This is an optimization exercise on Yosys and OpenROAD, whose aim is small area, a short achievable clock period and few clock cycles, not a production implementation. RTL that was checked went through simulation tests only; none was proved equivalent to the original. For runs 1 to 3, only the layout was checked, not whether the RTL still works. Power is estimated from default activity; no workload was simulated.

`design/flow/config.mk`:
```
export PLATFORM = sky130hd
export DESIGN_NAME = fixed_point_alu
export DESIGN_NICKNAME = fixed_point_alu
export VERILOG_FILES = /design/flow/design.v
export SDC_FILE = /design/flow/constraint.sdc
export NUM_CORES = 4
export LEC_CHECK = 0
export ABC_AREA = 1
export CAP_MARGIN = 20
export CORE_MARGIN = 2
export CORE_UTILIZATION = 40
export SLEW_MARGIN = 20
```
`design/flow/constraint.sdc`:
```
create_clock -name core_clock -period 7.0 [get_ports {clk}]
set_input_delay 1.4000 -clock core_clock [delete_from_list [all_inputs] [get_ports {clk}]]
set_output_delay 1.4000 -clock core_clock [all_outputs]
set_load 0.01 [all_outputs]
```
`design/flow/design.v`:
```
module fixed_point_add #(
    parameter N = 20
) (
    input  [N - 1:0] x,
    input  [N - 1:0] y,
    input            ci,
    output [N - 1:0] s,
    output           co
);
wire [N - 1:0] p0 = x ^ y;
wire [N - 1:0] g0 = x & y;
reg [N - 1:0] g, p;
integer i, k;
always @(*) begin
    g    = g0;
    p    = p0;
    g[0] = g0[0] | (p0[0] & ci);
    for (k = 1; k < N; k = k * 2)
        for (i = 0; i < N; i = i + 1)
            if ((i / k) % 2 == 1) begin
                g[i] = g[i] | (p[i] & g[(i / k) * k - 1]);
                p[i] = p[i] & p[(i / k) * k - 1];
            end
end
assign s  = p0 ^ {g[N - 2:0], ci};
assign co = g[N - 1];
endmodule
module fixed_point_sub;
endmodule
module fixed_point_mul;
endmodule
module fixed_point_div;
endmodule
module fixed_point_pow;
endmodule
module fixed_point_alu (
    clk,
    rst,
    start,
    done,
    op,
    a,
    b,
    result
);
parameter INTEGER_PART_WIDTH    = 11;
parameter FRACTIONAL_PART_WIDTH = 8;
localparam W = 19;
input clk;
input rst;
input  start;
output done;
input [2:0] op;
input signed [W - 1:0] a;
input signed [W - 1:0] b;
output reg signed [W - 1:0] result;
localparam [W - 1:0] MAXV = 19'h3ffff;
localparam [W - 1:0] MINV = 19'h40000;
localparam M_MUL  = 2'd0;
localparam M_DIV0 = 2'd1;
localparam M_DIV  = 2'd2;
reg        busy;
reg [1:0]  mode;
reg [3:0]  icnt;       
reg [10:0] pcnt;       
reg        neg;        
reg        short;      
reg        prev;       
reg [19:0] sh;         
reg [20:0] acc;        
assign done = !busy;
wire go = start && !busy;
wire [W:0] as_sum;
wire       as_co;
fixed_point_add #(.N(W + 1)) as_add (
    .x  ({a[W - 1], a}),
    .y  ({b[W - 1], b} ^ {(W + 1){op[0]}}),
    .ci (op[0]),
    .s  (as_sum),
    .co (as_co)
);
wire [W - 1:0] as_res = (as_sum[W] != as_sum[W - 1]) ? (as_sum[W] ? MINV : MAXV) : as_sum[W - 1:0];
wire a_small = (a[18:11] == {8{a[18]}});
wire b_small = (b[18:11] == {8{b[18]}});
wire m_swap  = b_small && !a_small;
function [21:0] brow;
    input [2:0]  bits;
    input [18:0] m;
    reg one, two, ng;
    reg [20:0] mm, x;
    begin
        one  = bits[0] ^ bits[1];
        two  = (bits == 3'b011) | (bits == 3'b100);
        ng   = bits[2] & ~(bits[1] & bits[0]);
        mm   = {{2{m[18]}}, m};
        x    = ({21{one}} & mm) | ({21{two}} & {mm[19:0], 1'b0});
        brow = {x[20] ^ ng, x ^ {21{ng}}};
    end
endfunction
wire [2:0]  bd0 = {sh[1:0], prev};
wire [2:0]  bd1 = sh[3:1];
wire        n0  = bd0[2] & ~(bd0[1] & bd0[0]);
wire        n1  = bd1[2] & ~(bd1[1] & bd1[0]);
wire [21:0] pr0 = brow(bd0, result);
wire [21:0] pr1 = brow(bd1, result);
wire [24:0] x0 = {{4{acc[20]}}, acc};
wire [24:0] x1 = {{3{pr0[21]}}, pr0};
wire [24:0] x2 = {pr1[21], pr1, n1, n1};
wire [24:0] cs_s = x0 ^ x1 ^ x2;
wire [24:0] cs_c = {(x0[23:0] & x1[23:0]) | (x0[23:0] & x2[23:0]) | (x1[23:0] & x2[23:0]), n0};
wire [24:0] msum;
wire        m_co;
fixed_point_add #(.N(25)) m_add (
    .x  (cs_s),
    .y  (cs_c),
    .ci (n1),
    .s  (msum),
    .co (m_co)
);
wire [20:0] acc_n = msum[24:4];
wire [19:0] sh_n  = {msum[3:0], sh[19:4]};
wire m_fit_l = (acc_n[20:6]  == {15{acc_n[20]}});
wire m_fit_s = (acc_n[20:14] == {7{acc_n[20]}});
wire [W - 1:0] m_raw = short ? {acc_n[14:0], sh_n[19:16]} : {acc_n[6:0], sh_n[19:8]};
wire           m_fit = short ? m_fit_s : m_fit_l;
wire [W - 1:0] m_res = m_fit ? m_raw : (acc_n[20] ? MINV : MAXV);
function [20:0] rinit;
    input n;
    rinit = {13'd0, ~n, {7{n}}};
endfunction
function [18:0] vabs;
    input [18:0] v;
    reg   [18:0] o;
    integer i;
    begin
        o[0] = 1'b0;
        for (i = 1; i < 19; i = i + 1) o[i] = o[i - 1] | v[i - 1];
        vabs = v[18] ? v ^ o : v;
    end
endfunction
wire [18:0] da = result;
wire [18:0] db = sh[18:0];
reg  [18:0] db_sm;     
integer k;
always @(*) begin
    db_sm[18] = db[18];
    for (k = 17; k >= 0; k = k - 1) db_sm[k] = db_sm[k + 1] | db[k];
end
function le;
    input integer c;
    le = ((c >= 0 ? (da >> c) : (da << -c)) & ~db_sm) == 0;
endfunction
wire d_ovf = (db == 0) || !le(10);   
wire d_z   = le(-9);                 
wire d_l6  = le(-3);                 
wire d_l12 = le(3);                  
wire [26:0] nd = {da, 8'd0};
wire [18:0] t0 = {acc[17:0], result[18]};
wire [18:0] s0;
wire        q1;
fixed_point_add #(.N(19)) d_sub0 (.x(t0), .y(~db), .ci(1'b1), .s(s0), .co(q1));
wire [17:0] r0 = q1 ? s0[17:0] : t0[17:0];
wire [18:0] t1 = {r0, result[17]};
wire [18:0] s1;
wire        q0;
fixed_point_add #(.N(19)) d_sub1 (.x(t1), .y(~db), .ci(1'b1), .s(s1), .co(q0));
wire [17:0] r1 = q0 ? s1[17:0] : t1[17:0];
wire [16:0] qh = result[16:0];
reg  [16:0] qh_or;
always @(*) begin
    qh_or[0] = 1'b0;
    for (k = 1; k < 17; k = k + 1) qh_or[k] = qh_or[k - 1] | qh[k - 1];
end
wire        q_lo_or = q1 | q0;
wire [16:0] qh_neg  = qh ^ (qh_or | {17{q_lo_or}});
wire [W - 1:0] d_res = qh[16] ? (neg ? MINV : MAXV) :
                       neg ? {q_lo_or | (|qh), qh_neg[15:0], q1 ^ q0, q0} : {1'b0, qh[15:0], q1, q0};
always @(posedge clk) begin
    if (rst) begin
        busy   <= 1'b0;
        result <= 0;
    end else if (go) begin
        case (op)
            3'd0, 3'd1: result <= as_res;
            3'd2: begin
                result <= m_swap ? a : b;
                sh     <= m_swap ? {b[W - 1], b} : {a[W - 1], a};
                short  <= a_small | b_small;
                prev   <= 1'b0;
                acc    <= rinit(a[W - 1] ^ b[W - 1]);
                icnt   <= (a_small | b_small) ? 4'd2 : 4'd4;
                pcnt   <= 11'd0;
                mode   <= M_MUL;
                busy   <= 1'b1;
            end
            3'd3: begin
                result <= vabs(a);
                sh     <= {1'b0, vabs(b)};
                neg    <= a[W - 1] ^ b[W - 1];
                mode   <= M_DIV0;
                busy   <= 1'b1;
            end
            default: begin
                result <= (b[18:8] == 0) ? 19'h00100 : a;
                sh     <= {a[W - 1], a};
                short  <= a_small;
                prev   <= 1'b0;
                acc    <= rinit(1'b0);
                icnt   <= a_small ? 4'd2 : 4'd4;
                pcnt   <= b[18:8] - 11'd2;
                mode   <= M_MUL;
                busy   <= (b[18:9] != 0);
            end
        endcase
    end else if (busy) begin
        case (mode)
            M_MUL: begin
                if (icnt == 0) begin
                    result <= m_res;
                    if (pcnt == 0) begin
                        busy <= 1'b0;
                    end else begin
                        pcnt <= pcnt - 1;
                        sh   <= {a[W - 1], a};
                        prev <= 1'b0;
                        acc  <= rinit(a[W - 1] ^ m_res[W - 1]);
                        icnt <= short ? 4'd2 : 4'd4;
                    end
                end else begin
                    acc  <= acc_n;
                    sh   <= sh_n;
                    prev <= sh[3];
                    icnt <= icnt - 1;
                end
            end
            M_DIV0: begin
                mode <= M_DIV;
                if (d_ovf) begin
                    result <= neg ? MINV : MAXV;
                    busy   <= 1'b0;
                end else if (d_z) begin
                    result <= 0;
                    busy   <= 1'b0;
                end else if (d_l6) begin
                    acc    <= nd >> 6;
                    result <= {nd[5:0], 13'd0};
                    icnt   <= 4'd2;
                end else if (d_l12) begin
                    acc    <= nd >> 12;
                    result <= {nd[11:0], 7'd0};
                    icnt   <= 4'd5;
                end else begin
                    acc    <= nd >> 20;
                    result <= nd[19:1];
                    icnt   <= 4'd9;
                end
            end
            default: begin
                acc[17:0] <= r1;
                if (icnt == 0) begin
                    result <= d_res;
                    busy   <= 1'b0;
                end else begin
                    result <= {result[16:0], q1, q0};
                    icnt   <= icnt - 1;
                end
            end
        endcase
    end
end
endmodule
```
`design/flow/run.sh`:
```
#!/bin/bash
# synth_recipe.tcl (not shown) runs the flow's synth.tcl, then flattens the netlist and writes it again
# the make line also repeats each setting of config.mk as NAME=value (left out here)
make -C /OpenROAD-flow-scripts/flow DESIGN_CONFIG=/design/flow/config.mk WORK_HOME=/design/flow/orfs CLKGATE_MAP_FILE= SYNTH_SCRIPT=/design/flow/synth_recipe.tcl finish
```
==> results of run 1 <==
## Yosys cell counts, drive strengths merged
library cell  instances
nand2               470
o21a                  5
inv                 251
xnor2                26
a211o                 1
nand3b               16
a22oi                 3
fa                   42
xor2                 88
nor4                  4
o221ai               38
and2                  2
a221oi                5
mux2i                 2
or3                   1
a21o                  5
nand3               170
a211oi                8
a32oi                 5
ha                  121
dfxtp                20
a21oi               148
a21boi                4
edfxtp               61
o22ai                54
o2111ai               4
o21ai               144
and3                  3
clkbuf               52
o31ai                 5
o211ai               30
o21bai                5
nor2                139
clkinv               16
nor3b                 1
or2                   8
nor3                 15
nand4                17
buf                  37
a31oi                10
## area by class of cell
class / count / share of cell area
multi-input combinational: 1599 / 0.663
sequential: 81 / 0.147
timing repair buffer: 116 / 0.0678
inverter: 267 / 0.0662
tap: 448 / 0.0369
clock buffer: 10 / 0.0151
clock inverter: 6 / 0.00346
antenna: 1 / 0.000165
## worst max-delay path by stage
stage,slack [ps],to,depth (start not counted),start
after floorplan,1100,result[14]$_SDFFE_PP0P_,47,result[18]$_SDFFE_PP0P_
after global placement,220,result[17]$_SDFFE_PP0P_,27,a[1]
after detailed placement,220,result[17]$_SDFFE_PP0P_,27,a[1]
after CTS,360,result[14]$_SDFFE_PP0P_,45,sh[0]$_DFFE_PP_
after global routing,-4,result[14]$_SDFFE_PP0P_,44,sh[0]$_DFFE_PP_
final,510,result[14]$_SDFFE_PP0P_,44,sh[0]$_DFFE_PP_
## flip-flops by register name (all words and copies together), names as in the netlist
name,cells
prev,1
mode,2
neg,1
result,19
acc,21
sh,20
short,1
icnt,4
pcnt,11
busy,1
## cell families after synthesis
logic type,count (synthesis),share of synthesized area
AO/OA/AOI/OAI,474,0.209
XOR/XNOR,114,0.0730
adder cells (fa/ha/maj),163,0.172
buffers and inverters,356,0.103
flip-flops,81,0.163
multiplexers,2,0.00146
AND/OR/NAND/NOR,846,0.278
## power breakdown
part | switching [mW] | internal, mW
clock | 0.234 | 0.246
combinational | 2.23 | 1.12
sequential | 0.101 | 0.605
total | 2.56 | 1.97
## what timing repair did
item / in CTS / in global routing
setup endpoints to repair: 0 / 9
setup buffers: 0 / 2
resized for setup: 0 / 6
## critical path, delay by kind of cell (launching register included)
| kind | cells | cell delay, ps |
|---|---|---|
| AND/OR/NAND/NOR | 30 | 3370 |
| adder cells (fa/ha/maj) | 4 | 1190 |
| AO/OA/AOI/OAI | 6 | 950 |
| flip-flops | 1 | 460 |
| buffers and inverters | 4 | 440 |
## metal layers
| layer | GRT usage | vias to the layer above |
|---|---|---|
| met1 | 0.416 | 7169 |
| li1 | - | 7006 |
| met3 | 0.0560 | 198 |
| met5 | 0 | - |
| met2 | 0.520 | 699 |
| met4 | 0.172 | 6 |
==> summary.md, run 1 <==
| Metric | Value |
|---|---|
| Status | `timing/DRC/antenna clean` |
| Highest clock rate | `~150 MHz` |
| Post-DRT Antenna Nets | `0` |
| CTS H-tree depth | `3` |
| Worst hold margin | `between 600 and 700 ps` |
| Leading cell type in the layout, fill and taps excluded | `nand2_1` |
| WL met2 | `~26 mm` |
| Slowest CP cell | `edfxtp_1` |
| Clock transition at path regs | `roughly 80 ps` |
| Fin crit share | `0.927` |
| Post-synth top area cell | `edfxtp_1` |
| Clock Path Buffers | `2` |
| HP Start | `pcnt[0]$_DFFE_PP_` |
| Vias per inst | `between 5 and 6` |
| Rel. slew slack | `0.308` |
| Synth Net Count | `2243` |
| Clk_skew | `around 13 ps` |
| Clk latency of the worst-skew pair | `370 ps` |
| Power per Cell Area | `about 300 nW/um^2` |
| Register cell area after layout | `2230 sq um` |
| VDD IR max | `between 200 and 250 uV` |
| Post-route cell area | `about 15000 sq um` |
| FF-to-FF path depth | `44` |
| Reg2reg setup slack | `between 500 and 600 ps` |
| CTS tree | `built` |
| Final hold vios | `0` |
| Most frequent CP cell | `nand2_1` |
| First-pass GRT wire length | `87.6 mm` |
| Die area | `roughly 36000 sq um` |
| Worst min-delay path class | `reg2reg` |
| Final HPWL DP | `approximately 45 mm` |
| Share of layout cells above drive strength 1 | `0.0741` |
| Synth-to-Final Area Change | `11.0%` |
| Synth Register Bits | `slightly above 80` |
| Synth area leaders | `edfxtp_1, nand2_1, ha_1, inv_1, fa_1` |
| Met1 wire length | `24.2 mm` |
| DRT iter0 DRCs | `around 1600` |
| Die Ht | `about 190 um` |
| Tightest Pin Transition | `around 1000 ps` |
| CP startpoint kind | `flip-flop` |
| Hold-critical path depth | `1` |
| Drt pass-1 iters | `6` |
| Tot Pwr | `4.53 mW` |
| R2r startpoint | `sh[0]$_DFFE_PP_` |
| Fin util | `0.451` |
| Fin nets | `about 2300` |
| Total gr overflow | `0` |
| Synth top area share | `0.134` |
| CP max FO | `23` |
| # Max-Cap Violations | `0` |
| Max Slew Vio Count | `0` |
| Top routing layer in use | `met5` |
| Setup TNS Final | `0 ps` |
| Starting density of the core | `0.407` |
| Final setup margin | `514 ps` |
| Drt total wl | `between 50 and 60 mm` |
| Avg Cell Area, Syn | `approximately 6.7 sq um` |
| Vias in the first global route | `about 14000` |
| Pre-CTS setup slack | `219 ps` |
| IO Port Bufs | `63` |
| Area taken by multi-input logic gates | `roughly 10000 sq um` |
| Core Box Area | `about 34000 sq um` |
| Gp weighted congestion | `0.990` |
| Area after DPL | `14900 sq um` |
| Commonest cells after routing, fill and taps aside | `nand2_1, inv_1, nand3_1` |
| Hold_buf cts | `0` |
| Fin cells | `about 2500` |
| Crit path DAT | `6760 ps` |
| Largest net degree at the start of global routing | `between 40 and 50` |
| Die X | `approximately 190 um` |
| GRT Util Overall | `0.324` |
| FF-to-FF End | `result[14]$_SDFFE_PP0P_` |
| Static Leak | `roughly 7 nW` |
| Req. time, crit path | `7280 ps` |
| Sink of the worst hold path | `pcnt[0]$_DFFE_PP_` |
| Wire per inst | `22.9 um` |
| Vias | `approximately 15000` |
| Row count | `67` |
| Initial antenna violation count | `3` |
| Slowest Stage Delay on Critical Path | `roughly 460 ps` |
| Dpl cells | `2509` |
| CTS root buf | `clkbuf_16` |
| CTS Buf Count | `9` |
| Synthesized instance count | `about 2000` |
| Synthesized area | `13700 sq um` |
| Setup-failing EPs final | `0` |
| Yosys warning count | `4` |
| Fin crit period | `6490 ps` |
| Distinct cells, synth | `59` |
| Critical Path Sink Type | `flip-flop` |
| CP Class | `reg2reg` |
| Fillers | `about 3600` |
| Seq/Total Area, Yosys | `0.163` |
| # DRC | `0` |
| Met3 WL | `around 4.8 mm` |
| IO Count | `64` |
| Sink Count | `between 80 and 90` |
==> run 2: changes to the inputs <==
--- a/design/flow/config.mk
+++ b/design/flow/config.mk
@@ -11,2 +11,3 @@
 export CORE_UTILIZATION = 40
+export SETUP_SLACK_MARGIN = 3
 export SLEW_MARGIN = 20
==> summary.md, run 2 <==
| Metric | Value |
|---|---|
| Initial antenna violation count | `1 (-2)` |
| First-pass GRT wire length | `92.0 mm (+5.0%)` |
| IO Port Bufs | `63 (unchanged)` |
| Top FF cell, synth | `edfxtp_1` |
| Slowest CP cell | `a221oi_2` |
| Reg2reg setup slack | `1220 ps (+710 ps)` |
| Most frequent CP cell | `buf_4` |
| VDD IR max | `231 uV (+12%)` |
| Distinct cells, synth | `59 (unchanged)` |
| Final hold vios | `0 (unchanged)` |
| CTS Buf Count | `9 (unchanged)` |
| CTS root buf | `clkbuf_16` |
| Fin crit period | `5780 ps (-707 ps)` |
| Avg Cell Area, Syn | `6.72 sq um (unchanged)` |
| Synth-to-Final Area Change | `29.6%` |
| Status | `timing/DRC/antenna clean` |
| Area taken by multi-input logic gates | `11400 sq um (+13%)` |
| Tot Pwr | `5.74 mW (+27%)` |
| Final HPWL DP | `45.7 mm (+0.54%)` |
| Vias per inst | `6.02 (+1.0%)` |
| Synth top area share | `0.134 (unchanged)` |
| Post-route cell area | `17700 sq um (+17%)` |
| Clk latency of the worst-skew pair | `370 ps (about the same)` |
| Critical Path Sink Type | `flip-flop` |
| Total gr overflow | `0 (unchanged)` |
| Fillers | `3265 (-8.3%)` |
| Synth Net Count | `2243 (unchanged)` |
| Die area | `35700 sq um (unchanged)` |
| Top reg by flops | `acc` |
| Register cell area after layout | `2240 sq um (+0.17%)` |
| Fin crit share | `0.825 (-0.101)` |
| Clock transition at path regs | `70 ps (about the same)` |
| Synthesized area | `13700 sq um (unchanged)` |
| Die Ht | `189 um (unchanged)` |
| Setup TNS Final | `0 ps (unchanged)` |
| Buf+Inv Stages, Crit Path | `19 (+15)` |
| Async SR Flop Fraction | `0 (unchanged)` |
| Starting density of the core | `0.407 (unchanged)` |
| CP Class | `reg2reg` |
| Fin util | `0.527 (+0.0758)` |
| Worst path top cell family by delay | `buffers and inverters` |
| Biggest regs | `acc x21, sh x20, result x19` |
| Ant diodes | `0 (-1)` |
| Post-DRT Antenna Nets | `0 (unchanged)` |
| CTS H-tree depth | `3 (unchanged)` |
| Share of layout cells above drive strength 1 | `0.219 (+0.145)` |
| Vias | `15900 (+5.7%)` |
| Sink of the worst hold path | `icnt[0]$_SDFFCE_PP0P_` |
| Clk_skew | `11.0 ps (-1.67 ps)` |
| GRT Util Overall | `0.340 (+0.0166)` |
| Sink Count | `81 (unchanged)` |
| RSZ-0062 raised after global routing | `yes` |
| IO Count | `64 (unchanged)` |
| Yosys warning count | `4 (unchanged)` |
| FF-to-FF End | `acc[7]$_DFFE_PP_` |
| Post-synth top cells | `nand2_1, inv_1, nand3_1` |
| CTS tree | `built` |
| Synthesized instance count | `2036 (unchanged)` |
| Drt pass-1 iters | `6 (unchanged)` |
| Pre-CTS setup slack | `720 ps (+501 ps)` |
| Largest register FFs | `21 (unchanged)` |
| Row count | `67 (unchanged)` |
| Gp weighted congestion | `1.00 (+1.3%)` |
| Vias in the first global route | `15200 (+5.9%)` |
| Commonest cells after routing, fill and taps aside | `nand2_1, inv_1, nand3_1` |
| Fin nets | `2399 (+5.2%)` |
| HP Start | `icnt[0]$_SDFFCE_PP0P_` |
| Post-synth top area cell | `edfxtp_1` |
| Leading cell type in the layout, fill and taps excluded | `nand2_1` |
| DRT iter0 DRCs | `1889 (+18%)` |
| Largest net degree at the start of global routing | `46 (unchanged)` |
| Area after DPL | `15400 sq um (+3.5%)` |
| Hold-critical path depth | `3 (+2)` |
| Highest clock rate | `173 MHz (+12%)` |
| Number of synthesized flops with an enable pin | `61 (unchanged)` |
| Slowest Stage Delay on Critical Path | `620 ps (+160 ps)` |
| Crit path DAT | `5990 ps (-770 ps)` |
| Drt total wl | `62.6 mm (+8.0%)` |
| Die X | `189 um (unchanged)` |
| Rel. slew slack | `0.331 (+0.0232)` |
| CP startpoint kind | `flip-flop` |
| CP max FO | `7 (-70%)` |
| # Max-Cap Violations | `0 (unchanged)` |
| Final setup margin | `1220 ps (+707 ps)` |
| Synth Register Bits | `81 (unchanged)` |
| Req. time, crit path | `7210 ps (-70 ps)` |
| Wire per inst | `23.7 um (+3.3%)` |
| Worst min-delay path class | `reg2reg` |
| Setup-failing EPs final | `0 (unchanged)` |
| Max Slew Vio Count | `0 (unchanged)` |
| FF-to-FF path depth | `33 (-25%)` |
| Static Leak | `7.87 nW (+11%)` |
| Synth area leaders | `edfxtp_1, nand2_1, ha_1, inv_1, fa_1` |
| Tightest Pin Transition | `994 ps (-40.7 ps)` |
| R2r startpoint | `sh[17]$_DFFE_PP_` |
| Power per Cell Area | `324 nW/um^2 (+8.4%)` |
| # DRC | `0 (unchanged)` |
| Hold_buf cts | `0 (unchanged)` |
| Core Box Area | `33600 sq um (unchanged)` |
| Clock Path Buffers | `2 (unchanged)` |
| Seq/Total Area, Yosys | `0.163 (unchanged)` |
| Most common cell in the netlist | `nand2_1` |
## run 2: how the worst max path moves through the flow
stage,from,endpoint,cells past startpoint
CTS,sh[0]$_DFFE_PP_,result[17]$_SDFFE_PP0P_,44
global placement,sh[0]$_DFFE_PP_,result[14]$_SDFFE_PP0P_,46
floorplan,sh[0]$_DFFE_PP_,result[14]$_SDFFE_PP0P_,47
finish,sh[17]$_DFFE_PP_,acc[7]$_DFFE_PP_,33
detailed placement,sh[0]$_DFFE_PP_,result[14]$_SDFFE_PP0P_,46
global route,sh[0]$_DFFE_PP_,result[12]$_SDFFE_PP0P_,45
## run 2: stage by stage
step           hold WS [ps]  std cells
5_1_grt                 705       2645
6_report                670       2645
3_3_place_gp            629       2493
4_1_cts                 674       2596
3_5_place_dp            654       2493
2_1_floorplan           556       2036
## run 2: layer usage
metal | GRT usage | vias to the layer above | wire, um
li1 | - | 7246 | -
met1 | 0.415 | 7515 | 24000
met2 | 0.557 | 928 | 28700
met3 | 0.0612 | 247 | 5510
met4 | 0.213 | 0 | 4500
met5 | 0 | - | 0
## run 2: what timing repair did
action	4_1_cts	5_1_grt
setup buffers	84	47
cloned	3	2
resized for setup	147	104
endpoints found under the setup margin	75	61
pin swaps	68	44
## run 2: worst min-delay path, delay by kind of cell, from the launching register on
kind	cells	cell delay [ps]
flip-flops	1	320
buffers and inverters	1	60
AND/OR/NAND/NOR	1	60
AO/OA/AOI/OAI	1	60
## run 2: cells by family after synthesis
family | after synthesis | synth area share
xor gates and xnor gates | 114 | 0.0730
adders and majority gates | 163 | 0.172
buffers and inverters | 356 | 0.103
and+or+nand+nor | 846 | 0.278
AOI/OAI and AO/OA | 474 | 0.209
DFF | 81 | 0.163
muxes | 2 | 0.00146
## run 2: where the power goes
part	total (mW)	internal, mW	switching, mW
combinational	4.53	1.86	2.67
sequential	0.714	0.605	0.109
clock	0.490	0.247	0.242
total	5.74	2.71	3.02
## run 2: area by class of cell
class                      instances  area share
clock buffer                       9      0.0127
clock inverter                     7     0.00332
inverter                         267      0.0616
multi-input combinational       1600       0.642
sequential                        81       0.126
tap                              448      0.0316
timing repair buffer             232       0.122
timing repair inverter             1    0.000424
==> run 3: changes to the inputs <==
--- a/design/flow/design.v
+++ b/design/flow/design.v
@@ -7,2 +7,3 @@
     output [N - 1:0] s,
+    output [N - 1:0] c,
     output           co
@@ -24,3 +25,4 @@
 end
-assign s  = p0 ^ {g[N - 2:0], ci};
+assign c  = {g[N - 2:0], ci};
+assign s  = p0 ^ c;
 assign co = g[N - 1];
@@ -66,2 +68,3 @@
 reg        neg;        
+reg        dsb;        
 reg        short;      
@@ -70,11 +73,15 @@
 reg [20:0] acc;        
+reg [15:1] orr;        
 assign done = !busy;
 wire go = start && !busy;
+wire       as_div = op[1] & op[0];
 wire [W:0] as_sum;
+wire [W:0] as_c;
 wire       as_co;
 fixed_point_add #(.N(W + 1)) as_add (
-    .x  ({a[W - 1], a}),
-    .y  ({b[W - 1], b} ^ {(W + 1){op[0]}}),
-    .ci (op[0]),
+    .x  (as_div ? {(W + 1){1'b0}} : {a[W - 1], a}),
+    .y  (as_div ? {1'b0, a ^ {W{a[W - 1]}}} : ({b[W - 1], b} ^ {(W + 1){op[0]}})),
+    .ci (as_div ? a[W - 1] : op[0]),
     .s  (as_sum),
+    .c  (as_c),
     .co (as_co)
@@ -111,2 +118,3 @@
 wire [24:0] msum;
+wire [24:0] m_c;
 wire        m_co;
@@ -117,2 +125,3 @@
     .s  (msum),
+    .c  (m_c),
     .co (m_co)
@@ -121,4 +130,7 @@
 wire [19:0] sh_n  = {msum[3:0], sh[19:4]};
-wire m_fit_l = (acc_n[20:6]  == {15{acc_n[20]}});
-wire m_fit_s = (acc_n[20:14] == {7{acc_n[20]}});
+wire [24:0] m_p  = cs_s ^ cs_c;
+wire [24:0] m_z  = ~(m_p[24:0] ^ {cs_s[23:0] | cs_c[23:0], 1'b0});
+wire [24:0] m_o  = ~(m_p[24:0] ^ ~{cs_s[23:0] & cs_c[23:0], 1'b1});
+wire m_fit_l = ((&m_z[24:11]) & ~(m_p[10] ^ m_c[10])) | ((&m_o[24:11]) & (m_p[10] ^ m_c[10]));
+wire m_fit_s = ((&m_z[24:19]) & ~(m_p[18] ^ m_c[18])) | ((&m_o[24:19]) & (m_p[18] ^ m_c[18]));
 wire [W - 1:0] m_raw = short ? {acc_n[14:0], sh_n[19:16]} : {acc_n[6:0], sh_n[19:8]};
@@ -130,49 +142,37 @@
 endfunction
-function [18:0] vabs;
-    input [18:0] v;
-    reg   [18:0] o;
-    integer i;
-    begin
-        o[0] = 1'b0;
-        for (i = 1; i < 19; i = i + 1) o[i] = o[i - 1] | v[i - 1];
-        vabs = v[18] ? v ^ o : v;
-    end
-endfunction
 wire [18:0] da = result;
-wire [18:0] db = sh[18:0];
-reg  [18:0] db_sm;     
+wire [18:0] bl = ~sh[18:0];
+reg  [18:0] bl_sm;     
 integer k;
 always @(*) begin
-    db_sm[18] = db[18];
-    for (k = 17; k >= 0; k = k - 1) db_sm[k] = db_sm[k + 1] | db[k];
+    bl_sm[18] = bl[18];
+    for (k = 17; k >= 0; k = k - 1) bl_sm[k] = bl_sm[k + 1] | bl[k];
 end
+wire [18:0] bh_sm = dsb ? {bl_sm[17:0], 1'b1} : bl_sm;
 function le;
     input integer c;
-    le = ((c >= 0 ? (da >> c) : (da << -c)) & ~db_sm) == 0;
+    input [18:0]  sm;
+    le = ((c >= 0 ? (da >> c) : (da << -c)) & ~sm) == 0;
 endfunction
-wire d_ovf = (db == 0) || !le(10);   
-wire d_z   = le(-9);                 
-wire d_l6  = le(-3);                 
-wire d_l12 = le(3);                  
+wire d_ovf = ((bl == 0) && !dsb) || !le(10, bh_sm);   
+wire d_z   = le(-9, bl_sm);                           
+wire d_l6  = le(-3, bl_sm);                           
+wire d_l12 = le(3, bl_sm);                            
 wire [26:0] nd = {da, 8'd0};
 wire [18:0] t0 = {acc[17:0], result[18]};
-wire [18:0] s0;
+wire [18:0] s0, c0;
 wire        q1;
-fixed_point_add #(.N(19)) d_sub0 (.x(t0), .y(~db), .ci(1'b1), .s(s0), .co(q1));
+fixed_point_add #(.N(19)) d_sub0 (.x(t0), .y(sh[18:0]), .ci(~dsb), .s(s0), .c(c0), .co(q1));
 wire [17:0] r0 = q1 ? s0[17:0] : t0[17:0];
 wire [18:0] t1 = {r0, result[17]};
-wire [18:0] s1;
+wire [18:0] s1, c1;
 wire        q0;
-fixed_point_add #(.N(19)) d_sub1 (.x(t1), .y(~db), .ci(1'b1), .s(s1), .co(q0));
+fixed_point_add #(.N(19)) d_sub1 (.x(t1), .y(sh[18:0]), .ci(~dsb), .s(s1), .c(c1), .co(q0));
 wire [17:0] r1 = q0 ? s1[17:0] : t1[17:0];
-wire [16:0] qh = result[16:0];
-reg  [16:0] qh_or;
-always @(*) begin
-    qh_or[0] = 1'b0;
-    for (k = 1; k < 17; k = k + 1) qh_or[k] = qh_or[k - 1] | qh[k - 1];
-end
+wire [15:0] qh      = result[15:0];
 wire        q_lo_or = q1 | q0;
-wire [16:0] qh_neg  = qh ^ (qh_or | {17{q_lo_or}});
-wire [W - 1:0] d_res = qh[16] ? (neg ? MINV : MAXV) :
-                       neg ? {q_lo_or | (|qh), qh_neg[15:0], q1 ^ q0, q0} : {1'b0, qh[15:0], q1, q0};
+wire [15:0] qh_neg  = qh ^ ({orr, 1'b0} | {16{q_lo_or}});
+wire        q_any   = orr[15] | qh[15] | q_lo_or;
+wire [W - 1:0] d_res = (result[17] | result[16]) ? (neg ? MINV : MAXV) :
+                       neg ? {q_any, qh_neg, q1 ^ q0, q0} : {1'b0, qh, q1, q0};
 always @(posedge clk) begin
@@ -196,4 +196,5 @@
             3'd3: begin
-                result <= vabs(a);
-                sh     <= {1'b0, vabs(b)};
+                result <= as_sum[W - 1:0];
+                sh     <= {1'b0, b ^ {W{~b[W - 1]}}};
+                dsb    <= b[W - 1];
                 neg    <= a[W - 1] ^ b[W - 1];
@@ -237,2 +238,3 @@
                 mode <= M_DIV;
+                orr  <= 0;
                 if (d_ovf) begin
@@ -264,2 +266,3 @@
                     result <= {result[16:0], q1, q0};
+                    orr    <= {orr[13:1] | {13{q_lo_or}}, q_lo_or, q0};
                     icnt   <= icnt - 1;
--- a/design/flow/config.mk
+++ b/design/flow/config.mk
@@ -11,3 +11,2 @@
 export CORE_UTILIZATION = 40
-export SETUP_SLACK_MARGIN = 3
 export SLEW_MARGIN = 20
==> summary.md, run 3 <==
| Metric | Value |
|---|---|
| Status | `timing/DRC/antenna clean` |
| Hold_buf cts | `0 (unchanged)` |
| Starting density of the core | `0.406 (-0.000839)` |
| Avg Cell Area, Syn | `6.83 sq um (+1.8%)` |
| IO Count | `64 (unchanged)` |
| Sink Count | `97 (+20%)` |
| Fillers | `3711 (+14%)` |
| Worst min-delay path class | `reg2reg` |
| Top reg by flops | `acc` |
| RSZ-0062 raised after global routing | `no` |
| CTS Buf Count | `9 (unchanged)` |
| CTS root buf | `clkbuf_16` |
| Initial antenna violation count | `0 (-1)` |
| Buf+Inv Stages, Crit Path | `5 (-14)` |
| Req. time, crit path | `7250 ps (+40 ps)` |
| Fin util | `0.449 (-0.0777)` |
| Die X | `194 um (+2.6%)` |
| DRT iter0 DRCs | `1715 (-9.2%)` |
| Area after DPL | `15600 sq um (+1.7%)` |
| Post-route cell area | `15900 sq um (-10%)` |
| Distinct cells, synth | `61 (+3.4%)` |
| Gp weighted congestion | `1.01 (+1.1%)` |
| Synth-to-Final Area Change | `10.7%` |
| Clock Path Buffers | `2 (unchanged)` |
| Rel. slew slack | `0.248 (-0.0835)` |
| Slowest CP cell | `edfxtp_1` |
| Yosys warning count | `4 (unchanged)` |
| Dpl cells | `2597 (+4.2%)` |
| Power per Cell Area | `296 nW/um^2 (-8.7%)` |
| Largest register FFs | `21 (unchanged)` |
| Total gr overflow | `0 (unchanged)` |
| Row count | `69 (+3.0%)` |
| GR met2 Demand/Resource | `0.553 (-0.00450)` |
| Post-synth top cells | `nand2_1, inv_1, nor2_1` |
| Number of synthesized flops with an enable pin | `77 (+26%)` |
| Slowest Stage Delay on Critical Path | `430 ps (-190 ps)` |
| Tightest Pin Transition | `1130 ps (+133 ps)` |
| Largest net degree at the start of global routing | `41 (-11%)` |
| Post-DRT Antenna Nets | `0 (unchanged)` |
| IO Port Bufs | `63 (unchanged)` |
| CTS tree | `built` |
| Reg2reg setup slack | `580 ps (-640 ps)` |
| First-pass GRT wire length | `94.8 mm (+3.1%)` |
| Core Box Area | `35500 sq um (+5.6%)` |
| Synth top area share | `0.161 (+0.0266)` |
| Worst hold margin | `572 ps (-98.3 ps)` |
| Setup-failing EPs final | `0 (unchanged)` |
| Drt total wl | `64.4 mm (+2.8%)` |
| Clk latency of the worst-skew pair | `390 ps (+20 ps)` |
| Worst path top cell family by delay | `simple AND/OR/NAND/NOR gates` |
| Final setup margin | `579 ps (-642 ps)` |
| Drt pass-1 iters | `8 (+2)` |
| Biggest regs | `acc x21, sh x20, result x19` |
| Vias per inst | `5.99 (-0.52%)` |
| Crit path DAT | `6670 ps (+680 ps)` |
| CP max FO | `25 (+18)` |
| Gr busiest metal | `met2` |
| Synthesized area | `14400 sq um (+5.3%)` |
| Highest clock rate | `156 MHz (-10%)` |
| Fin crit share | `0.917 (+0.0917)` |
| Hold-critical path depth | `2 (-1)` |
| Synth Net Count | `2298 (+2.5%)` |
| CTS H-tree depth | `3 (unchanged)` |
| Clk_skew | `21.7 ps (+10.7 ps)` |
| Most frequent CP cell | `nand2_1` |
| Max Slew Vio Count | `0 (unchanged)` |
| Fin cells | `2613 (-1.2%)` |
| VDD IR max | `281 uV (+22%)` |
| Seq/Total Area, Yosys | `0.188 (+0.0251)` |
| Most common cell in the netlist | `nand2_1` |
| CP startpoint kind | `flip-flop` |
| Async SR Flop Fraction | `0 (unchanged)` |
| Commonest cells after routing, fill and taps aside | `nand2_1, inv_1, nor2_1` |
| FF-to-FF path depth | `42 (+27%)` |
| GRT Util Overall | `0.336 (-0.00440)` |
| Post-synth top area cell | `edfxtp_1` |
| Share of layout cells above drive strength 1 | `0.0637 (-0.155)` |
| # Max-Cap Violations | `0 (unchanged)` |
| Die area | `37500 sq um (+5.2%)` |
| Fin crit period | `6420 ps (+642 ps)` |
| Vias | `15700 (-1.7%)` |
| Synth Register Bits | `97 (+20%)` |
| Vias in the first global route | `14900 (-1.7%)` |
| GR Layer Usage met1 | `0.418 (+0.00258)` |
| Final HPWL DP | `51.3 mm (+12%)` |
| Die Ht | `194 um (+2.6%)` |
| Leading cell type in the layout, fill and taps excluded | `nand2_1` |
| Synthesized instance count | `2107 (+3.5%)` |
| # DRC | `0 (unchanged)` |
| Ant diodes | `0 (unchanged)` |
| Static Leak | `7.32 nW (-7.0%)` |
| R2r startpoint | `sh[0]$_DFFE_PP_` |
| GR Layer Usage met3 | `0.0466 (-0.0146)` |
| Fin nets | `2338 (-2.5%)` |
| Sink of the worst hold path | `orr[6]$_SDFFCE_PP0P_` |
| Top FF cell, synth | `edfxtp_1` |
| Final hold vios | `0 (unchanged)` |
| Wire per inst | `24.7 um (+4.1%)` |
| Synth area leaders | `edfxtp_1, nand2_1, ha_1, inv_1, fa_1` |
| Setup TNS Final | `0 ps (unchanged)` |
| Tot Pwr | `4.71 mW (-18%)` |
| HP Start | `orr[4]$_SDFFCE_PP0P_` |
| Critical Path Sink Type | `flip-flop` |
| Pre-CTS setup slack | `635 ps (-85.0 ps)` |
| Clock transition at path regs | `90 ps (+20 ps)` |
| CP Class | `reg2reg` |
| FF-to-FF End | `result[16]$_SDFFE_PP0P_` |
==> run 3: cell types whose count changed in the layout (fill, tap and decap cells not counted), sizes merged, moves of 21 or more <==
cell | previous run | this run
nand4 | 17 | 38
nand3 | 170 | 135
ha | 121 | 96
nor2 | 139 | 181
nand2 | 471 | 413
inv | 249 | 302
buf | 170 | 53
==> run 3: routing by layer <==
metal / vias to the layer above / part of all wire
li1: 7211 / -
met1: 7262 / 0.39
met2: 963 / 0.45
met3: 226 / 0.087
met4: 0 / 0.070
met5: - / 0
==> run 3: cell families (layout without fill, tap and decap cells) <==
kind of cell,after synthesis,count (layout),synth area share
flip-flops,97,97,0.188
adder cells (fa/ha/maj),147,147,0.154
AND/OR/NAND/NOR,809,809,0.253
AO/OA/AOI/OAI,517,517,0.213
buffers and inverters,400,445,0.108
XOR/XNOR,134,134,0.0815
multiplexers,3,3,0.00209
==> run 3: tightest hold or removal path: stages, from the launching register on <==
cell      delay [ps]
edfxtp_1         350
o21ai_0           70
inv_1             50
==> run 3: layout make-up <==
class	count	area [sq um]	share of cell area
tap	461	577	0.0362
inverter	313	1180	0.0741
clock inverter	7	76.3	0.00479
sequential	97	2710	0.170
multi-input combinational	1610	10100	0.636
timing repair buffer	116	1030	0.0645
clock buffer	9	225	0.0141
==> run 3: how the worst max path moves through the flow <==
stage                                  from                 endpoint  slack [ps]  cells past startpoint
global placement            sh[0]$_DFFE_PP_  result[15]$_SDFFE_PP0P_         820                     44
CTS                         sh[0]$_DFFE_PP_  result[16]$_SDFFE_PP0P_         590                     43
global route                sh[0]$_DFFE_PP_  result[16]$_SDFFE_PP0P_          20                     42
floorplan           result[18]$_SDFFE_PP0P_  result[12]$_SDFFE_PP0P_        1050                     44
detailed placement          sh[0]$_DFFE_PP_  result[16]$_SDFFE_PP0P_         630                     43
finish                      sh[0]$_DFFE_PP_  result[16]$_SDFFE_PP0P_         580                     42
==> run 3: report_power, final <==
group / switching (mW) / internal [mW] / leakage (nW)
Sequential: 0.0911 / 0.717 / 0.879
Combinational: 2.22 / 1.15 / 6.29
Clock: 0.278 / 0.256 / 0.150
Total: 2.58 / 2.13 / 7.32
==> run 3: repair_timing <==
| action | in CTS | in global routing |
|---|---|---|
| setup buffers | 0 | 0 |
| gates resized for setup | 0 | 2 |
| endpoints found under the setup margin | 0 | 9 |
==> run 4: changes to the inputs <==
--- a/design/flow/design.v
+++ b/design/flow/design.v
@@ -73,3 +73,2 @@
 reg [20:0] acc;        
-reg [15:1] orr;        
 assign done = !busy;
@@ -150,12 +149,11 @@
 end
-wire [18:0] bh_sm = dsb ? {bl_sm[17:0], 1'b1} : bl_sm;
+wire [18:0] b_sm = (dsb && (bl == bl_sm)) ? {bl_sm[17:0], 1'b1} : bl_sm;
 function le;
     input integer c;
-    input [18:0]  sm;
-    le = ((c >= 0 ? (da >> c) : (da << -c)) & ~sm) == 0;
+    le = ((c >= 0 ? (da >> c) : (da << -c)) & ~b_sm) == 0;
 endfunction
-wire d_ovf = ((bl == 0) && !dsb) || !le(10, bh_sm);   
-wire d_z   = le(-9, bl_sm);                           
-wire d_l6  = le(-3, bl_sm);                           
-wire d_l12 = le(3, bl_sm);                            
+wire d_ovf = ((bl == 0) && !dsb) || !le(10);   
+wire d_z   = le(-9);                           
+wire d_l7  = le(-2);                           
+wire d_l13 = le(4);                            
 wire [26:0] nd = {da, 8'd0};
@@ -171,8 +169,12 @@
 wire [17:0] r1 = q0 ? s1[17:0] : t1[17:0];
-wire [15:0] qh      = result[15:0];
-wire        q_lo_or = q1 | q0;
-wire [15:0] qh_neg  = qh ^ ({orr, 1'b0} | {16{q_lo_or}});
-wire        q_any   = orr[15] | qh[15] | q_lo_or;
-wire [W - 1:0] d_res = (result[17] | result[16]) ? (neg ? MINV : MAXV) :
-                       neg ? {q_any, qh_neg, q1 ^ q0, q0} : {1'b0, qh, q1, q0};
+wire [16:0] qh = result[16:0];
+reg  [16:0] qh_or;     
+always @(*) begin
+    qh_or[0] = 1'b0;
+    for (k = 1; k < 17; k = k + 1) qh_or[k] = qh_or[k - 1] | qh[k - 1];
+end
+wire [16:0] qh_neg = qh ^ (qh_or | {17{q1}});
+wire        q_any  = qh_or[16] | qh[16] | q1;
+wire [W - 1:0] d_res = result[17] ? (neg ? MINV : MAXV) :
+                       neg ? {q_any, qh_neg, q1} : {1'b0, qh, q1};
 always @(posedge clk) begin
@@ -238,3 +240,2 @@
                 mode <= M_DIV;
-                orr  <= 0;
                 if (d_ovf) begin
@@ -245,13 +246,13 @@
                     busy   <= 1'b0;
-                end else if (d_l6) begin
-                    acc    <= nd >> 6;
-                    result <= {nd[5:0], 13'd0};
-                    icnt   <= 4'd2;
-                end else if (d_l12) begin
-                    acc    <= nd >> 12;
-                    result <= {nd[11:0], 7'd0};
-                    icnt   <= 4'd5;
+                end else if (d_l7) begin
+                    acc    <= nd >> 7;
+                    result <= {nd[6:0], 12'd0};
+                    icnt   <= 4'd3;
+                end else if (d_l13) begin
+                    acc    <= nd >> 13;
+                    result <= {nd[12:0], 6'd0};
+                    icnt   <= 4'd6;
                 end else begin
-                    acc    <= nd >> 20;
-                    result <= nd[19:1];
+                    acc    <= nd >> 19;
+                    result <= nd[18:0];
                     icnt   <= 4'd9;
@@ -266,3 +267,2 @@
                     result <= {result[16:0], q1, q0};
-                    orr    <= {orr[13:1] | {13{q_lo_or}}, q_lo_or, q0};
                     icnt   <= icnt - 1;
==> summary.md, run 4 <==
| Metric | Value |
|---|---|
| Leading cell type in the layout, fill and taps excluded | `nand2_1` |
| Core Box Area | `34300 sq um (-3.4%)` |
| Async SR Flop Fraction | `0 (unchanged)` |
| Sink Count | `82 (-15%)` |
| Post-synth top area cell | `nand2_1` |
| Die area | `36100 sq um (-3.9%)` |
| Post-CTS setup buffer count | `0 (unchanged)` |
| Synth Register Bits | `82 (-15%)` |
| Die Ht | `190 um (-2.0%)` |
| Slowest Stage Delay on Critical Path | `470 ps (+40 ps)` |
| # DRC | `0 (unchanged)` |
| Hold_buf cts | `0 (unchanged)` |
| Post-DRT Antenna Nets | `0 (unchanged)` |
| FF-to-FF End | `acc[8]$_SDFFCE_PP0P_` |
| Synthesized area | `13800 sq um (-4.0%)` |
| Worst min-delay path class | `reg2reg` |
| CP Class | `reg2reg` |
| Biggest regs | `acc x21, sh x20, result x19` |
| Post-synth top cells | `nand2_1, inv_1, o21ai_0` |
| Setup TNS Final | `0 ps (unchanged)` |
| Rel. slew slack | `0.286 (+0.0383)` |
| CP endpoint | `acc[8]$_SDFFCE_PP0P_` |
| CTS H-tree depth | `3 (unchanged)` |
| CTS root buf | `clkbuf_16` |
| Clock Path Buffers | `2 (unchanged)` |
| FF-to-FF path depth | `39 (-7.1%)` |
| Launch point of the worst path | `sh[0]$_DFFE_PP_` |
| Distinct cells, synth | `55 (-9.8%)` |
| Clock transition at path regs | `70 ps (-20 ps)` |
| Most frequent CP cell | `nand2_1` |
| GRT Util Overall | `0.326 (-0.0104)` |
| CTS Buf Count | `9 (unchanged)` |
| Starting density of the core | `0.403 (-0.00261)` |
| Fin util | `0.447 (-0.00266)` |
| Fin crit share | `0.894 (-0.0233)` |
| Clk_skew | `11.3 ps (-10.5 ps)` |
| Top FF cell, synth | `edfxtp_1` |
| IO Port Bufs | `63 (unchanged)` |
| Fillers | `3624 (-2.3%)` |
| R2r startpoint | `sh[0]$_DFFE_PP_` |
| Status | `timing/DRC/antenna clean` |
| Yosys warning count | `4 (unchanged)` |
| Top reg by flops | `acc` |
| Largest register FFs | `21 (unchanged)` |
| Vias | `15600 (-0.44%)` |
| VDD IR max | `243 uV (-13%)` |
| Vias per inst | `6.00 (about the same)` |
| IO Count | `64 (unchanged)` |
| Final HPWL DP | `46.7 mm (-8.9%)` |
| Reg2reg setup slack | `740 ps (+160 ps)` |
| Largest net degree at the start of global routing | `38 (-7.3%)` |
| Most common cell in the netlist | `nand2_1` |
| Seq/Total Area, Yosys | `0.164 (-0.0248)` |
| Synth area leaders | `nand2_1, edfxtp_1, ha_1, fa_1, inv_1` |
| Req. time, crit path | `7120 ps (-130 ps)` |
| CP max FO | `30 (+20%)` |
| # Max-Cap Violations | `0 (unchanged)` |
| Slowest CP cell | `fa_1` |
| Synth Net Count | `2311 (+0.57%)` |
| Commonest cells after routing, fill and taps aside | `nand2_1, inv_1, o21ai_0` |
| Drt total wl | `59.3 mm (-7.9%)` |
| CTS tree | `built` |
| Setup-failing EPs final | `0 (unchanged)` |
| Die X | `190 um (-2.0%)` |
| Static Leak | `7.09 nW (-3.1%)` |
| Max Slew Vio Count | `0 (unchanged)` |
| Share of layout cells above drive strength 1 | `0.0564 (-0.00725)` |
| Number of synthesized flops with an enable pin | `62 (-19%)` |
| Avg Cell Area, Syn | `6.52 sq um (-4.6%)` |
| Wire per inst | `22.8 um (-7.5%)` |
| Highest clock rate | `160 MHz (+2.6%)` |
| DRT iter0 DRCs | `1698 (-0.99%)` |
| Drt pass-1 iters | `6 (-2)` |
| Tightest Pin Transition | `1070 ps (-56.2 ps)` |
| Initial antenna violation count | `1 (+1)` |
| RSZ-0062 raised after global routing | `no` |
| Row count | `68 (-1.4%)` |
| Total gr overflow | `0 (unchanged)` |
| First-pass GRT wire length | `88.8 mm (-6.3%)` |
| Synthesized instance count | `2120 (+0.62%)` |
| Power per Cell Area | `312 nW/um^2 (+5.7%)` |
| Crit path DAT | `6380 ps (-290 ps)` |
| Vias in the first global route | `14800 (-0.76%)` |
| Final hold vios | `0 (unchanged)` |
| Gp weighted congestion | `1.07 (+5.7%)` |
| Fin nets | `2331 (-0.30%)` |
| Synth top area share | `0.137 (-0.0240)` |
| Clk latency of the worst-skew pair | `360 ps (-30 ps)` |
| Fin crit period | `6260 ps (-163 ps)` |
| CP startpoint kind | `flip-flop` |
| Critical Path Sink Type | `flip-flop` |
| Synth-to-Final Area Change | `10.8% (about the same)` |
| Worst hold margin | `619 ps (+47.0 ps)` |
==> run 4: stage by stage <==
stage / instances / setup slack (ps) / power, mW / area [sq um]
3_3_place_gp: 2584 / 843 / 4.16 / 15000
4_1_cts: 2600 / 688 / 4.69 / 15300
3_5_place_dp: 2584 / 706 / 4.18 / 15000
5_1_grt: 2600 / 136 / 5.16 / 15300
6_report: 2601 / 742 / 4.78 / 15300
2_1_floorplan: 2120 / 1260 / 3.08 / 13800
==> run 4: final cells by class <==
| type | instances | area (sq um) | area share |
|---|---|---|---|
| Multi-Input combinational cell | 1654 | 10100 | 0.660 |
| Tap cell | 455 | 569 | 0.0372 |
| Inverter | 272 | 1020 | 0.0666 |
| Clock inverter | 7 | 67.6 | 0.00441 |
| Sequential cell | 82 | 2260 | 0.148 |
| Antenna cell | 1 | 2.50 | 0.000163 |
| Clock buffer | 9 | 225 | 0.0147 |
| Timing Repair Buffer | 121 | 1070 | 0.0696 |
==> run 4: where the power goes <==
| part | internal [mW] | switching, mW | total, mW |
|---|---|---|---|
| Sequential | 0.621 | 0.104 | 0.725 |
| Combinational | 1.25 | 2.32 | 3.57 |
| Clock | 0.252 | 0.237 | 0.490 |
==> run 4: worst min-delay path by stage <==
stage                                  from                      end  slack (ps)  cells past startpoint
CTS                 result[16]$_SDFFE_PP0P_  result[16]$_SDFFE_PP0P_         600                      2
global route        result[16]$_SDFFE_PP0P_  result[16]$_SDFFE_PP0P_         640                      2
finish              result[16]$_SDFFE_PP0P_  result[16]$_SDFFE_PP0P_         620                      2
floorplan           result[16]$_SDFFE_PP0P_  result[16]$_SDFFE_PP0P_         540                      2
global placement    result[16]$_SDFFE_PP0P_  result[16]$_SDFFE_PP0P_         590                      2
detailed placement  result[16]$_SDFFE_PP0P_  result[16]$_SDFFE_PP0P_         590                      2
==> run 4: repair_timing <==
item                                   4_1_cts  5_1_grt
endpoints found under the hold margin        0        0
setup endpoints to repair                    0        2
resized for setup                            0        1
==> run 4: per-layer routing <==
| metal | wire (um) | global-route usage | share of wire |
|---|---|---|---|
| met1 | 23500 | 0.421 | 0.40 |
| met2 | 26100 | 0.519 | 0.44 |
| met3 | 6130 | 0.0559 | 0.10 |
| met4 | 3550 | 0.177 | 0.060 |
| met5 | 13 | 0 | 0.00022 |
==> run 4: kinds of logic (layout without fill, tap and decap cells) <==
family          Yosys count  count (layout)  share of synthesized area
buf+inv                 384             409                      0.107
mux                       2               2                    0.00145
xor+xnor                132             132                     0.0836
compound gates          493             493                      0.210
fa+ha+maj               147             147                      0.161
other cells               0               1                          0
simple gates            880             880                      0.274
flops                    82              82                      0.164
==> run 4: critical path, delay by kind of cell (launching register included) <==
kind | cells | cell delay (ps)
adder cells (fa/ha/maj) | 3 | 1300
AO/OA/AOI/OAI | 6 | 1160
flip-flops | 1 | 430
buffers and inverters | 6 | 970
AND/OR/NAND/NOR | 24 | 2140
Testbench counts of run 4, summed over its fixed seeds: cycles 48,035.
==> run 5: changes to the inputs <==
--- a/design/flow/config.mk
+++ b/design/flow/config.mk
@@ -11,2 +11,3 @@
 export CORE_UTILIZATION = 40
+export SETUP_SLACK_MARGIN = 2.5
 export SLEW_MARGIN = 20
==> summary.md, run 5 <==
| Metric | Value |
|---|---|
| Leading cell type in the layout, fill and taps excluded | `nand2_1` |
| Yosys warning count | `4 (unchanged)` |
| P_sw | `3.19 mW (+20%)` |
| Vias per inst | `6.00 (+0.11%)` |
| Critical Path Sink Type | `flip-flop` |
| Rel. slew slack | `0.251 (-0.0354)` |
| Distinct cells, synth | `55 (unchanged)` |
| CTS tree | `built` |
| Worst min-delay path class | `reg2reg` |
| Post-synthesis simple-gate area fraction | `0.274 (unchanged)` |
| Comb power frac | `0.794 (+0.048)` |
| Sink Count | `82 (unchanged)` |
| Hold_buf cts | `0 (unchanged)` |
| Seq/Total Area, Yosys | `0.164 (unchanged)` |
| Largest net degree at the start of global routing | `40 (+5.3%)` |
| Row count | `68 (unchanged)` |
| Top reg by flops | `acc` |
| Top FF cell, synth | `edfxtp_1` |
| Tightest Pin Transition | `1120 ps (+49.0 ps)` |
| Slowest CP cell | `fa_2` |
| Synthesized area | `13800 sq um (unchanged)` |
| First-pass GRT wire length | `94.0 mm (+5.9%)` |
| Pint | `2.80 mW (+32%)` |
| Setup-failing EPs final | `0 (unchanged)` |
| Power per Cell Area | `342 nW/um^2 (+9.6%)` |
| Biggest regs | `acc x21, sh x20, result x19` |
| Core Box Area | `34300 sq um (unchanged)` |
| Max Slew Vio Count | `0 (unchanged)` |
| Commonest cells after routing, fill and taps aside | `nand2_1, inv_1, buf_4` |
| Wire per inst | `23.1 um (+1.1%)` |
| Post-synth top cells | `nand2_1, inv_1, o21ai_0` |
| Net Sw Frac | `0.533 (-0.0230)` |
| DRT iter0 DRCs | `1867 (+10%)` |
| Vias in the first global route | `15600 (+5.3%)` |
| IO Count | `64 (unchanged)` |
| Synth Area in Adders | `0.161 (unchanged)` |
| Fin crit share | `0.767 (-0.127)` |
| Synthesized instance count | `2120 (unchanged)` |
| CTS Buf Count | `9 (unchanged)` |
| Synth Register Bits | `82 (unchanged)` |
| Fin crit period | `5370 ps (-889 ps)` |
| Largest register FFs | `21 (unchanged)` |
| # DRC | `0 (unchanged)` |
| RSZ-0062 raised after global routing | `yes` |
| Post-synth top area cell | `nand2_1` |
| Crit path DAT | `5490 ps (-890 ps)` |
| Status | `timing/DRC/antenna clean` |
| CTS root buf | `clkbuf_16` |
| Share of layout cells above drive strength 1 | `0.189 (+0.133)` |
| Most common cell in the netlist | `nand2_1` |
| Pre-CTS setup slack | `778 ps (+71.9 ps)` |
| CP Class | `reg2reg` |
| Clock transition at path regs | `80 ps (about the same)` |
| Die X | `190 um (unchanged)` |
| Buf+Inv Stages, Crit Path | `17 (+11)` |
| Clk latency of the worst-skew pair | `370 ps (about the same)` |
| Largest family of logic cells by synthesized area | `simple AND/OR/NAND/NOR gates` |
| Mux cell area share after synthesis | `0.00145 (unchanged)` |
| Post-DRT Antenna Nets | `0 (unchanged)` |
| Synth-to-Final Area Change | `26.6%` |
| Highest clock rate | `186 MHz (+17%)` |
| Final setup margin | `1630 ps (+889 ps)` |
| Slowest Stage Delay on Critical Path | `410 ps (-60 ps)` |
| Initial antenna violation count | `1 (unchanged)` |
| Fin nets | `2457 (+5.4%)` |
| Vias | `16400 (+4.9%)` |
| Gp weighted congestion | `1.06 (-1.2%)` |
| Clk_skew | `12.2 ps (+0.900 ps)` |
| Setup TNS Final | `0 ps (unchanged)` |
| # Max-Cap Violations | `0 (unchanged)` |
| Number of synthesized flops with an enable pin | `62 (unchanged)` |
| Drt pass-1 iters | `7 (+1)` |
| Synth Net Count | `2311 (unchanged)` |
| CTS H-tree depth | `3 (unchanged)` |
| Starting density of the core | `0.403 (unchanged)` |
| Clock Path Buffers | `2 (unchanged)` |
| Ant diodes | `0 (-1)` |
| Most frequent CP cell | `buf_4` |
| GRT Util Overall | `0.346 (+0.0202)` |
| CP max FO | `11 (-63%)` |
| Die area | `36100 sq um (unchanged)` |
| Drt total wl | `62.9 mm (+6.0%)` |
| Final HPWL DP | `46.5 mm (-0.47%)` |
| CP startpoint kind | `flip-flop` |
| Final hold vios | `0 (unchanged)` |
| Req. time, crit path | `7120 ps (about the same)` |
| Static Leak | `7.94 nW (+12%)` |
| Synth area leaders | `nand2_1, edfxtp_1, ha_1, fa_1, inv_1` |
| Clock power frac | `0.086 (-0.016)` |
| Synth top area share | `0.137 (unchanged)` |
| IO Port Bufs | `63 (unchanged)` |
| Worst path top cell family by delay | `buffers and inverters` |
| Post-Synth XOR/XNOR Area | `0.0836 (unchanged)` |
| Async SR Flop Fraction | `0 (unchanged)` |
| Flop pwr share | `0.120 (-0.032)` |
| Avg Cell Area, Syn | `6.52 sq um (unchanged)` |
| Die Ht | `190 um (unchanged)` |
| Synth Area in Compound Gates | `0.210 (unchanged)` |
| Total gr overflow | `0 (unchanged)` |
| VDD IR max | `263 uV (+8.2%)` |
[run 5: path summary, 6_finish.rpt]
| path | startpoint | end | slack, ps | depth (start not counted) |
|---|---|---|---|---|
| hold / removal | result[16]$_SDFFE_PP0P_ | result[16]$_SDFFE_PP0P_ | 640 | 2 |
| setup reg to reg | sh[0]$_DFFE_PP_ | acc[3]$_DFFE_PP_ | 1630 | 40 |
| hold reg to reg | result[16]$_SDFFE_PP0P_ | result[16]$_SDFFE_PP0P_ | 640 | 2 |
| setup / recovery | sh[0]$_DFFE_PP_ | acc[3]$_DFFE_PP_ | 1630 | 40 |
[run 5: cell families after synthesis]
kind of cell / count (synthesis)
AND/OR/NAND/NOR: 880
AO/OA/AOI/OAI: 493
buffers and inverters: 384
adder cells (fa/ha/maj): 147
XOR/XNOR: 132
flip-flops: 82
multiplexers: 2
[run 5: cell type report]
cell class	count	area [sq um]
clock buffers	10	229
multi-input cells	1657	11000
clock inverters	6	65.1
repair inverters	2	18.8
flip-flops and latches	82	2270
well taps	455	569
repair buffers	242	2240
inverters	272	1080
fillers	3368	16800
[run 5: routing by layer]
layer  routed length (um)  vias to the layer above  GRT usage
met2                28000                      998      0.548
li1                     -                     7473          -
met1                23800                     7619      0.420
met5                    0                        -          0
met3                 6290                      270     0.0764
met4                 4820                        0      0.235
[run 5: metrics by stage]
step                       util  hold WS [ps]  power [mW]  area, sq um  cells
after floorplan               -           512        3.15        14100   2120
after global placement    0.440           517        4.18        15100   2578
after detailed placement  0.440           538        4.22        15100   2578
after CTS                 0.499           626        5.59        17100   2704
after global routing      0.511           641        6.36        17500   2726
final                     0.511           640        5.99        17500   2726
[run 5: timing repair]
action                     in CTS  in global routing
buffers inserted              104                 21
setup endpoints to repair      56                 83
gates resized for setup       212                 57
cloned                          6                  1
pin swaps                      80                 76
[run 5: power by group through the flow]
stage	clock network, mW	logic [mW]	registers (mW)
4_1_cts	0.514	4.36	0.719
3_3_place_gp	0	3.45	0.733
2_1_floorplan	0	2.46	0.693
3_5_place_dp	0	3.49	0.733
6_report	0.512	4.76	0.722
5_1_grt	0.531	5.11	0.724
[run 5: worst reg2reg max path: cells and delay by family, from the launching register on]
kind	cells	cell delay, ps
buf+inv	17	2010
simple gates	15	1150
fa+ha+maj	3	980
compound gates	4	410
flops	1	380
xor+xnor	1	200
==> run 6: changes to the inputs <==
--- a/design/flow/config.mk
+++ b/design/flow/config.mk
@@ -11,3 +11,3 @@
 export CORE_UTILIZATION = 40
-export SETUP_SLACK_MARGIN = 2.5
+export SETUP_SLACK_MARGIN = 2.0
 export SLEW_MARGIN = 20
==> summary.md, run 6 <==
| Metric | Value |
|---|---|
| Status | `timing/DRC/antenna clean` |
| First-pass GRT wire length | `94.2 mm (+0.15%)` |
| CTS tree | `built` |
| Reg2reg setup slack | `1500 ps (-130 ps)` |
| Ant diodes | `0 (unchanged)` |
| CTS Buf Count | `9 (unchanged)` |
| Worst path top cell family by delay | `simple AND/OR/NAND/NOR gates` |
| Highest clock rate | `182 MHz (-2.3%)` |
| Row count | `68 (unchanged)` |
| Setup TNS Final | `0 ps (unchanged)` |
| Distinct cells, synth | `55 (unchanged)` |
| # DRC | `0 (unchanged)` |
| Vias per inst | `6.05 (+0.89%)` |
| Tightest Pin Transition | `1100 ps (-21.9 ps)` |
| Die area | `36100 sq um (unchanged)` |
| Core Box Area | `34300 sq um (unchanged)` |
| Leading cell type in the layout, fill and taps excluded | `nand2_1` |
| Synth-to-Final Area Change | `25.0%` |
| Sink Count | `82 (unchanged)` |
| CTS root buf | `clkbuf_16` |
| Largest register FFs | `21 (unchanged)` |
| Largest net degree at the start of global routing | `41 (+2.5%)` |
| VDD IR max | `218 uV (-17%)` |
| GRT Util Overall | `0.349 (+0.00267)` |
| Synth Register Bits | `82 (unchanged)` |
| Comb power frac | `0.788 (-0.006)` |
| Synthesized area | `13800 sq um (unchanged)` |
| Synth area leaders | `nand2_1, edfxtp_1, ha_1, fa_1, inv_1` |
| Req. time, crit path | `7130 ps (about the same)` |
| Drt pass-1 iters | `8 (+1)` |
| CP max FO | `7 (-4)` |
| Clock power frac | `0.087 (about the same)` |
| Fillers | `3481 (+3.4%)` |
| Wire per inst | `23.7 um (+2.6%)` |
| Initial antenna violation count | `0 (-1)` |
| Launch point of the worst path | `sh[0]$_DFFE_PP_` |
| Post-DRT Antenna Nets | `0 (unchanged)` |
| Flop pwr share | `0.125 (+0.005)` |
| Clk latency of the worst-skew pair | `370 ps (about the same)` |
| Fin crit share | `0.785 (+0.0183)` |
| # Max-Cap Violations | `0 (unchanged)` |
| Clk_skew | `16.5 ps (+4.28 ps)` |
| Critical Path Sink Type | `flip-flop` |
| Drt total wl | `64.1 mm (+2.0%)` |
| Power per Cell Area | `345 nW/um^2 (+0.76%)` |
| Net Sw Frac | `0.530 (-0.00271)` |
| Post-synth top cells | `nand2_1, inv_1, o21ai_0` |
| Static Leak | `7.89 nW (-0.70%)` |
| Die Ht | `190 um (unchanged)` |
| Hold_buf cts | `0 (unchanged)` |
| Setup-failing EPs final | `0 (unchanged)` |
| Dpl cells | `2581 (+0.12%)` |
| Biggest regs | `acc x21, sh x20, result x19` |
| Seq/Total Area, Yosys | `0.164 (unchanged)` |
| Avg Cell Area, Syn | `6.52 sq um (unchanged)` |
| Crit path DAT | `5630 ps (+140 ps)` |
| Gp weighted congestion | `1.07 (+1.1%)` |
| R2r startpoint | `sh[0]$_DFFE_PP_` |
| Vias in the first global route | `15700 (+0.47%)` |
| CTS H-tree depth | `3 (unchanged)` |
| Yosys warning count | `4 (unchanged)` |
| Number of synthesized flops with an enable pin | `62 (unchanged)` |
| IO Count | `64 (unchanged)` |
| Buf+Inv Stages, Crit Path | `5 (-12)` |
| RSZ-0062 raised after global routing | `yes` |
| Synth top area share | `0.137 (unchanged)` |
| Synthesized instance count | `2120 (unchanged)` |
| Clock Path Buffers | `2 (unchanged)` |
| Clock transition at path regs | `80 ps (about the same)` |
| CP endpoint | `acc[12]$_SDFFCE_PP0P_` |
| FF-to-FF path depth | `40 (unchanged)` |
| Die X | `190 um (unchanged)` |
| Commonest cells after routing, fill and taps aside | `nand2_1, inv_1, buf_4` |
| CP Class | `reg2reg` |
| Fin util | `0.504 (-0.00653)` |
| Final hold vios | `0 (unchanged)` |
| Share of layout cells above drive strength 1 | `0.178 (-0.0110)` |
| Max Slew Vio Count | `0 (unchanged)` |
| Post-synth top area cell | `nand2_1` |
| IO Port Bufs | `63 (unchanged)` |
| Total gr overflow | `0 (unchanged)` |
| Levels on crit path | `40 (unchanged)` |
| FF-to-FF End | `acc[12]$_SDFFCE_PP0P_` |
| Slowest Stage Delay on Critical Path | `420 ps (about the same)` |
| Starting density of the core | `0.403 (unchanged)` |
| Final HPWL DP | `47.5 mm (+2.2%)` |
| Worst min-delay path class | `reg2reg` |
| Fin cells | `2709 (-0.62%)` |
| Area taken by multi-input logic gates | `10900 sq um (-0.96%)` |
| Fin crit period | `5500 ps (+128 ps)` |
| Vias | `16400 (+0.26%)` |
| Register cell area after layout | `2270 sq um (unchanged)` |
| Tot Pwr | `5.96 mW (-0.53%)` |
| Synth Net Count | `2311 (unchanged)` |
| DRT iter0 DRCs | `1817 (-2.7%)` |
| Worst hold margin | `671 ps (+31.4 ps)` |
| Top reg by flops | `acc` |
| CP startpoint kind | `flip-flop` |
| Async SR Flop Fraction | `0 (unchanged)` |
| P_sw | `3.16 mW (-1.0%)` |
| Fin nets | `2440 (-0.69%)` |
| Top FF cell, synth | `edfxtp_1` |
| Pint | `2.80 mW (about the same)` |
| Rel. slew slack | `0.266 (+0.0151)` |
| Most common cell in the netlist | `nand2_1` |
| Slowest CP cell | `fa_2` |
==> run 6: changes by cell type in the layout (fill, tap and decap cells not counted), sizes merged <==
cell           change
buf               -15
clkbuf             +2
clkdlybuf4s15      -1
clkdlybuf4s18      -1
clkinv             -1
dlygate4sd2        -3
dlymetal6s2s       +2
inv                +3
nand2              -3
==> run 6: cell families (layout without fill, tap and decap cells) <==
family,count (synthesis),in the layout,share of synthesized area
xor gates and xnor gates,132,132,0.0836
DFF,82,82,0.164
adders and majority gates,147,147,0.161
AOI/OAI and AO/OA,493,493,0.210
muxes,2,2,0.00145
and+or+nand+nor,880,880,0.274
buffers and inverters,384,518,0.107
==> run 6: power groups by stage <==
stage | logic, mW | registers (mW) | clock network (mW)
2_1_floorplan | 2.44 | 0.692 | 0
3_3_place_gp | 3.42 | 0.755 | 0
3_5_place_dp | 3.47 | 0.755 | 0
4_1_cts | 4.18 | 0.739 | 0.516
5_1_grt | 5.03 | 0.745 | 0.537
6_report | 4.69 | 0.745 | 0.518
==> run 6: tightest hold or removal path: cells and delay by family (launching register included) <==
kind	cells	cell delay (ps)
and+or+nand+nor	3	160
AOI/OAI and AO/OA	1	60
DFF	1	350
==> run 6: worst min-delay path by stage <==
| stage | slack, ps | from | depth (start not counted) | to |
|---|---|---|---|---|
| final | 670 | pcnt[10]$_DFFE_PP_ | 4 | pcnt[10]$_DFFE_PP_ |
| after floorplan | 510 | result[18]$_SDFFE_PP0P_ | 2 | result[18]$_SDFFE_PP0P_ |
| after CTS | 670 | result[15]$_SDFFE_PP0P_ | 3 | result[15]$_SDFFE_PP0P_ |
| after global routing | 690 | result[15]$_SDFFE_PP0P_ | 3 | result[15]$_SDFFE_PP0P_ |
| after detailed placement | 580 | result[18]$_SDFFE_PP0P_ | 2 | result[18]$_SDFFE_PP0P_ |
| after global placement | 580 | result[18]$_SDFFE_PP0P_ | 2 | result[18]$_SDFFE_PP0P_ |
==> run 6: routing by layer <==
| layer | global-route usage | up-vias | wire length [um] |
|---|---|---|---|
| li1 | - | 7434 | - |
| met1 | 0.415 | 7667 | 23400 |
| met2 | 0.573 | 975 | 28500 |
| met3 | 0.0655 | 326 | 6790 |
| met4 | 0.233 | 0 | 5410 |
| met5 | 0 | - | 0 |
==> run 6: what timing repair did <==
| item | in CTS | in global routing |
|---|---|---|
| gates resized for setup | 128 | 139 |
| setup endpoints to repair | 38 | 49 |
| hold endpoints to repair | 0 | 0 |
| gates cloned | 8 | 1 |
| pin swaps | 49 | 75 |
| setup buffers | 76 | 27 |
==> run 6: final cells by class <==
type	count	area share
Timing Repair inverter	3	0.00123
Sequential cell	82	0.131
Clock inverter	7	0.00514
Inverter	272	0.0615
Tap cell	455	0.0329
Timing Repair Buffer	227	0.122
Multi-Input combinational cell	1654	0.633
Clock buffer	9	0.0130
==> run 6: per-stage QoR <==
| step | instance area, sq um | setup slack, ps |
|---|---|---|
| final | 17300 | 1500 |
| after global routing | 17300 | 1260 |
| after CTS | 16500 | 1680 |
| after detailed placement | 15000 | 611 |
| after global placement | 15000 | 672 |
| after floorplan | 13900 | 1910 |

Setup slack of run 6, layout unchanged: 1.504 ns with ideal ports, 1.504 ns with driving cells assumed (clock clkbuf_16, inputs buf_2), 1.504 ns with port delays also shifted by the 0.411 ns mid clock arrival.
